From an optimization exercise on the open Yosys and OpenROAD flow, aimed at small area; shortcuts taken in it are not production practice. Only simulation tests tie the RTL to the original design; equivalence was not proved.

==> inputs of run Z <==
## CORDIC_top
module CORDIC_top #(parameter WIDTH = 16 , parameter ITERATIONS = 32) (
    input clk,
    input signed [WIDTH-1:0] x_start,
    input signed [WIDTH-1:0] y_start,
    input signed [31:0] angle_in,
    output signed [WIDTH-1:0] sine,
    output signed [WIDTH-1:0] cosine
);
clock: 6.0 ns
lec_check: 0
cap_margin: 20
core_margin: 2
core_utilization: 40
slew_margin: 20
standard.sh (not shown) runs the stock make flow with config.mk's settings and CLKGATE_MAP_FILE= SYNTH_SCRIPT=/design/flow/synth_recipe.tcl, a recipe that flattens the netlist after the stock synthesis.
==> flow/flow/run.sh <==
#!/bin/bash
# Own flow: the standard layout, with synthesis run through flow/my_synth.tcl
# (a different ABC script and no full-adder extraction) and clock tree
# synthesis without dummy loads and with small clock buffers; ports get the smallest buffer. Registers and
# their names are those of the standard synthesis.
set -euo pipefail
W=$(pwd)
export MY_WORK=$W
export MY_ABC_SCRIPT=$W/flow/abc_area.script
# synthesis only, with our script; the remaining steps are the standard.sh
make -C "$FLOW_HOME" DESIGN_CONFIG="$W/config.mk" WORK_HOME="$W/orfs" CLKGATE_MAP_FILE= \
  SYNTH_SCRIPT="$W/flow/my_synth.tcl" synth > "$W/own_synth.log" 2>&1
export CTS_ARGS="-sink_clustering_enable -repair_clock_nets -dont_use_dummy_load -buf_list {sky130_fd_sc_hd__clkbuf_4 sky130_fd_sc_hd__clkbuf_8} -sink_clustering_size 20"
export BUFFER_PORTS_ARGS="-buffer_cell sky130_fd_sc_hd__buf_1"
bash "$W/standard.sh" > "$W/own_standard.log" 2>&1
==> flow/flow/abc_area.script <==
&get -n
&st
&dch
&nf -R 20
&put
topo
buffer -N 10
upsize -D 4500
dnsize -D 4500
stime -p
==> flow/flow/my_synth.tcl <==
# The standard synthesis (synth_recipe.tcl) with two changes for area:
# Yosys's abc calls use this flow's ABC script, and full/half adders are not
# extracted into fa/ha cells (ABC maps the adder logic itself).
proc abc {args} {
  set i [lsearch -exact $args -script]
  if {$i >= 0} { lset args [expr {$i + 1}] $::env(MY_ABC_SCRIPT) }
  puts "flow/my_synth.tcl: abc $args"
  yosys abc {*}$args
}
proc extract_fa {args} { puts "flow/my_synth.tcl: extract_fa skipped" }
source $::env(MY_WORK)/synth_recipe.tcl
==> inputs of run Y, as changes to run Z <==
==> flow/flow/run.sh (replaced) <==
#!/bin/bash
# Own flow: the standard layout, with synthesis run through flow/my_synth.tcl
# (a different ABC script and no full-adder extraction). Registers and their
# names are those of the standard synthesis.
set -euo pipefail
W=$(pwd)
export MY_WORK=$W
export MY_ABC_SCRIPT=$W/flow/abc_area.script
# synthesis only, with our script; the remaining steps are the standard.sh
make -C "$FLOW_HOME" DESIGN_CONFIG="$W/config.mk" WORK_HOME="$W/orfs" CLKGATE_MAP_FILE= \
  SYNTH_SCRIPT="$W/flow/my_synth.tcl" synth > "$W/own_synth.log" 2>&1
bash "$W/standard.sh" > "$W/own_standard.log" 2>&1
==> flow/flow/abc_area.script (replaced) <==
&get -n
&st
&dch
&nf -R 1000
&put
topo
buffer -N 10
upsize -D 4500
dnsize -D 4500
stime -p
--- a/flow/config.mk
+++ b/flow/config.mk
@@ -8,4 +8,6 @@
 export CAP_MARGIN = 20
 export CORE_MARGIN = 2
-export CORE_UTILIZATION = 40
+export CORE_UTILIZATION = 55
+export CTS_BUF_LIST = sky130_fd_sc_hd__clkbuf_4 sky130_fd_sc_hd__clkbuf_8
+export CTS_CLUSTER_SIZE = 20
 export SLEW_MARGIN = 20
==> impl_metrics.toml <==
[outcome]
outcome = "timing/DRC/antenna clean"

[synthesis]
syn_inst = 13244
synthTopCellsByArea = "dfxtp_1 (39%), xnor2_1 (19%), xor2_1 (14%)"

[cells_and_area]
seq_share_pct = 34.62

[grt]
use_met1_pct = 19.88

[drt]
maxUsedRoutingLayer = "met5"
routed_wl_mm = 257.0
(the above is from run Z)
==> impl_metrics.toml <==
[cells_and_area]
seq_share_pct = 33.40
syn_to_final_growth_pct = 15.44

[drt]
routed_wl_mm = 286.8
maxUsedRoutingLayer = "met4"

[synthesis]
synthTopCellsByArea = "dfxtp_1 (38%), xnor2_1 (19%), xor2_1 (14%)"
syn_inst = 13261

[worst_hold_path]
worstHoldPathType = "register to register"

[outcome]
outcome = "timing/DRC/antenna clean"

[grt]
use_met1_pct = 28.17
(the above is from run Y)

---

==> inputs of quartz <==
CORDIC_top, a different RTL version from the one above (not shown whole).
clock: 6.0 ns
lec_check: 0
cap_margin: 20
core_margin: 2
core_utilization: 40
slew_margin: 20
run.sh (not shown) runs the stock make flow with config.mk's settings and CLKGATE_MAP_FILE= SYNTH_SCRIPT=/design/flow/synth_recipe.tcl, a recipe that flattens the netlist after the stock synthesis.
Stock flow here: none of the scripts above is used.
==> inputs of nickel, as changes to quartz <==
--- a/flow/design.v
+++ b/flow/design.v
@@ -1,112 +1,65 @@
 module quad_logic (
     input signed [31:0] angle_in,
-    output [27:0] za_out,
-    output [3:0] zsel_out,
-    output reg s1_out,
+    output [27:0] z1_out,
     output reg sin_sign, cos_sign
 );
-reg [1:0] quad;
 localparam signed [31:0] PI = 32'h1921FB54;
 localparam signed [31:0] PI_2 = 32'h0C90FDAA;
 localparam signed [31:0] TWO_PI = 32'h3243F6A9;
 localparam signed [31:0] THREE_PI_2 = 32'h25B2F8FE;
 localparam signed [31:0] AT0 = 32'h06487ED5;
-wire fl_p = angle_in < 0;
-wire fl_m = angle_in >= TWO_PI;
-wire q1 = fl_p ? (angle_in <= PI_2 - TWO_PI) : fl_m ? (angle_in <= PI_2 + TWO_PI) : (angle_in <= PI_2);
-wire q2 = fl_p ? (angle_in <= PI - TWO_PI) : fl_m ? (angle_in <= PI + TWO_PI) : (angle_in <= PI);
-wire q3 = fl_p ? (angle_in <= THREE_PI_2 - TWO_PI) : fl_m ? (angle_in <= THREE_PI_2 + TWO_PI) : (angle_in <= THREE_PI_2);
-wire t0 = fl_p ? (angle_in >= AT0 - TWO_PI) : fl_m ? (angle_in >= AT0 + TWO_PI) : (angle_in >= AT0);
-wire t1 = fl_p ? (angle_in <= PI - AT0 - TWO_PI) : fl_m ? (angle_in <= PI - AT0 + TWO_PI) : (angle_in <= PI - AT0);
-wire t2 = fl_p ? (angle_in >= AT0 + PI - TWO_PI) : fl_m ? (angle_in >= AT0 + PI + TWO_PI) : (angle_in >= AT0 + PI);
-wire t3 = fl_p ? (angle_in <= -AT0) : fl_m ? (angle_in <= TWO_PI + TWO_PI - AT0) : (angle_in <= TWO_PI - AT0);
+reg signed [31:0] f;      
+reg signed [31:0] c;      
+reg neg;
 always @(*) begin
-    if (q1) begin
-        quad = 2'd0; sin_sign = 1'b0; cos_sign = 1'b0; s1_out = t0;
-    end else if (q2) begin
-        quad = 2'd1; sin_sign = 1'b0; cos_sign = 1'b1; s1_out = t1;
-    end else if (q3) begin
-        quad = 2'd2; sin_sign = 1'b1; cos_sign = 1'b1; s1_out = t2;
+    if (angle_in < 0) f = TWO_PI;
+    else if (angle_in >= TWO_PI) f = -TWO_PI;
+    else f = 32'sd0;
+    if (angle_in <= PI_2 - f) begin
+        neg = 1'b0; c = f - AT0; sin_sign = 1'b0; cos_sign = 1'b0;
+    end else if (angle_in <= PI - f) begin
+        neg = 1'b1; c = PI - f - AT0 + 1; sin_sign = 1'b0; cos_sign = 1'b1;
+    end else if (angle_in <= THREE_PI_2 - f) begin
+        neg = 1'b0; c = f - PI - AT0; sin_sign = 1'b1; cos_sign = 1'b1;
     end else begin
-        quad = 2'd3; sin_sign = 1'b1; cos_sign = 1'b0; s1_out = t3;
+        neg = 1'b1; c = TWO_PI - f - AT0 + 1; sin_sign = 1'b1; cos_sign = 1'b0;
     end
 end
-assign za_out = angle_in[27:0] ^ {28{quad[0]}};
-assign zsel_out = {fl_m, fl_p, quad};
+wire [31:0] z1 = (angle_in ^ {32{neg}}) + c;
+assign z1_out = z1[27:0];
 endmodule
 module CORDIC (
     input clk,
     input signed [15:0] x_start,
     input signed [15:0] y_start,
-    input [27:0] za_in,       
-    input [3:0] zsel_in,      
-    input s1_in,              
+    input [27:0] z1_in,       
     input sin_sign, cos_sign,
     output [15:0] sine,
     output [15:0] cosine
 );
-function [31:0] add32;   
+function [31:0] add32;
     input [31:0] a, b;
     input cin;
-    integer k, j;
-    reg c, cb, G, P;
-    reg [31:0] p, g;
-    begin
-        p = a ^ b; g = a & b; c = cin;
-        for (k = 0; k < 32; k = k + 2) begin
-            cb = c;
-            for (j = k; j < k + 2 && j < 32; j = j + 1) begin
-                add32[j] = p[j] ^ cb; cb = g[j] | (p[j] & cb);
-            end
-            G = 1'b0; P = 1'b1;
-            for (j = k; j < k + 2 && j < 32; j = j + 1) begin
-                G = g[j] | (p[j] & G); P = P & p[j];
-            end
-            c = G | (P & c);
-        end
-    end
-endfunction
-function [27:0] quad_offset;
-    input [3:0] sel;
-    input s1;
-    reg [31:0] f, c;
-    begin
-        case (sel[3:2])
-            2'd1: f = 32'h3243F6A9;
-            2'd2: f = -32'h3243F6A9;
-            default: f = 32'h0;
-        endcase
-        case (sel[1:0])
-            2'd0: c = f - 32'h06487ED5;
-            2'd1: c = 32'h1921FB54 - f - 32'h06487ED5 + 1;
-            2'd2: c = f - 32'h1921FB54 - 32'h06487ED5;
-            default: c = 32'h3243F6A9 - f - 32'h06487ED5 + 1;
-        endcase
-        if (s1) c = c - 32'h03B58CE1;
-        else c = c + 32'h03B58CE1;
-        quad_offset = c[27:0];
-    end
+    add32 = a + b + {31'b0, cin};
 endfunction
 wire signed [31:0] x0 = {x_start[15], x_start, 15'b0};
 wire signed [31:0] y0 = {y_start[15], y_start, 15'b0};
 reg [31:15] x1, y1;
-reg [27:0] za;
-reg [3:0] zsel;
-reg s1r;         
+reg signed [27:0] z1;
 wire [31:0] x1_n = add32(x0, ~y0, 1'b1);
 wire [31:0] y1_n = add32(y0, x0, 1'b0);
 reg [31:0] sgn_s, sgn_c;   
 always @(posedge clk) begin
-    x1 <= x1_n[31:15]; y1 <= y1_n[31:15]; za <= za_in; zsel <= zsel_in; s1r <= s1_in;
+    x1 <= x1_n[31:15]; y1 <= y1_n[31:15]; z1 <= z1_in;
     sgn_s <= {sgn_s[30:0], sin_sign}; sgn_c <= {sgn_c[30:0], cos_sign};
 end
-wire s1 = s1r;
-wire [27:0] z2_n = za + quad_offset(zsel, s1r);
+wire s1 = ~z1[27];
+wire [27:0] z2_n = s1 ? z1 - 28'd62229729 : z1 + 28'd62229729;
 reg signed [26:0] z2;
 always @(posedge clk) z2 <= z2_n[26:0];
 wire signed [31:0] xk1 = {x1, 15'b0};
 wire signed [31:0] yk1 = {y1, 15'b0};
 wire [31:0] xsh1 = xk1 >>> 1;
 wire [31:0] ysh1 = yk1 >>> 1;
 wire [31:0] x2_n = add32(xk1, ysh1 ^ {32{s1}}, s1);
 wire [31:0] y2_n = add32(yk1, xsh1 ^ {32{~s1}}, ~s1);
@@ -456,33 +409,27 @@
 module CORDIC_top #(parameter WIDTH = 16 , parameter ITERATIONS = 32) (
     input clk,
     input signed [WIDTH-1:0] x_start,
     input signed [WIDTH-1:0] y_start,
     input signed [31:0] angle_in,
     output signed [WIDTH-1:0] sine,
     output signed [WIDTH-1:0] cosine
 );
-wire [27:0] za;
-wire [3:0] zsel;
-wire s1;
+wire [27:0] z1;
 wire sin_sign, cos_sign;
 quad_logic quad_logic_DUT(
     .angle_in(angle_in),
-    .za_out(za),
-    .zsel_out(zsel),
-    .s1_out(s1),
+    .z1_out(z1),
     .sin_sign(sin_sign),
     .cos_sign(cos_sign)
 );
 CORDIC CORDIC_DUT(
     .clk(clk),
     .x_start(x_start),
     .y_start(y_start),
-    .za_in(za),
-    .zsel_in(zsel),
-    .s1_in(s1),
+    .z1_in(z1),
     .sin_sign(sin_sign),
     .cos_sign(cos_sign),
     .sine(sine),
     .cosine(cosine)
 );
 endmodule
==> reports/results.txt <==
The overall die height is 623 µm. Setup violations remaining at the end of the flow were counted as 8. The final RePlAce weighted congestion came out at 0.882. For the combined global-route utilization of all metal layers, the log shows 18.5%.

Beginning of the worst register-to-register path: CORDIC_DUT.u13[15]. The share of final-layout standard cells stronger than drive strength 1 is 6.19%, and the global-route track usage on met1 is 24.2%. The worst-case setup margin in the final layout is -0.245 ns, and the fraction of synthesized cell area in xor and xnor cells is 15.5%. The flow ran to the end, but the layout failed its checks. Based on the critical path, the design can be clocked at up to 160 MHz. The logs give 12.4 mm for the detailed route wirelength on metal3 and 2444 for the clock sink total.

A clean result was blocked by setup timing. In the final layout, clock buffers and inverters account for 5.96% of the cell area. The placed instance area was 0.162 mm².
That was nickel.
==> reports/results.txt <==
For met1 alone, demand over resource in global routing was 19.9%. The share of final-layout standard cells stronger than drive strength 1 was 4.74%; the final RePlAce weighted congestion was 0.857.

The synthesized netlist devotes 12.8% of its cell area to XOR and XNOR gates. In this design, the largest share of critical-path delay is due to compound AO/OA/AOI/OAI gates. The cell class ranked first by area is multi-input gates.

Global routing used 16.3% of the available tracks. Summed over all nets, wire length on met3 after detailed routing comes to 8.40 mm. Setup violations remaining at the end of the flow were counted as 0.

Setup slack on the critical path of the routed design comes to 0.631 ns. Final-layout clock-cell area share: 5.99%. The cell with the largest stage delay on the worst path is sky130_fd_sc_hd__fa_1. The placed instance area came out at 0.157 mm². In the finished design, the share of the clock period the worst path needs comes to 89.5%. The floorplan step set the die height to 615 µm.

The run gives 186 MHz as the maximum clock frequency. In this run the critical register-to-register path is launched from CORDIC_DUT.zsel[1].

The run finished with no timing, DRC or antenna violations.
That was quartz.

[afterwards: timing with drivers on the ports]
In the flow no input, the clock included, has a driving cell. The finished layouts below were timed again as built, in two steps. Step 1 (the two cells are an assumption about what drives the block):
set clk [get_ports {clk}]
set_driving_cell -lib_cell sky130_fd_sc_hd__clkbuf_16 $clk
set_driving_cell -lib_cell sky130_fd_sc_hd__buf_2 [delete_from_list [all_inputs] $clk]
Step 2 times the ports against the registers' clock, not the clock port: input delays grow and output delays shrink by t, the midpoint of the rising clock arrivals with the driver on. a / b / c = no drivers / after step 1 / after step 2; a / b = the first two.
| run | shift t [ns] | setup slack, ns | worst setup path after step 2 |
|---|---|---|---|
| run Z | 1.066 | 0.259 / 0.259 / 0.259 | register to register |
| run Y | 1.121 | 0.199 / 0.199 / 0.199 | register to register |
| quartz | 0.980 | 0.631 / 0.631 / 0.631 | register to register |
| nickel | 1.005 | -0.245 / -0.175 / -1.180 | input to register |
The setup slack of nickel, which loses most, moves by +0.070 ns with the drivers and by -0.935 ns with both steps.
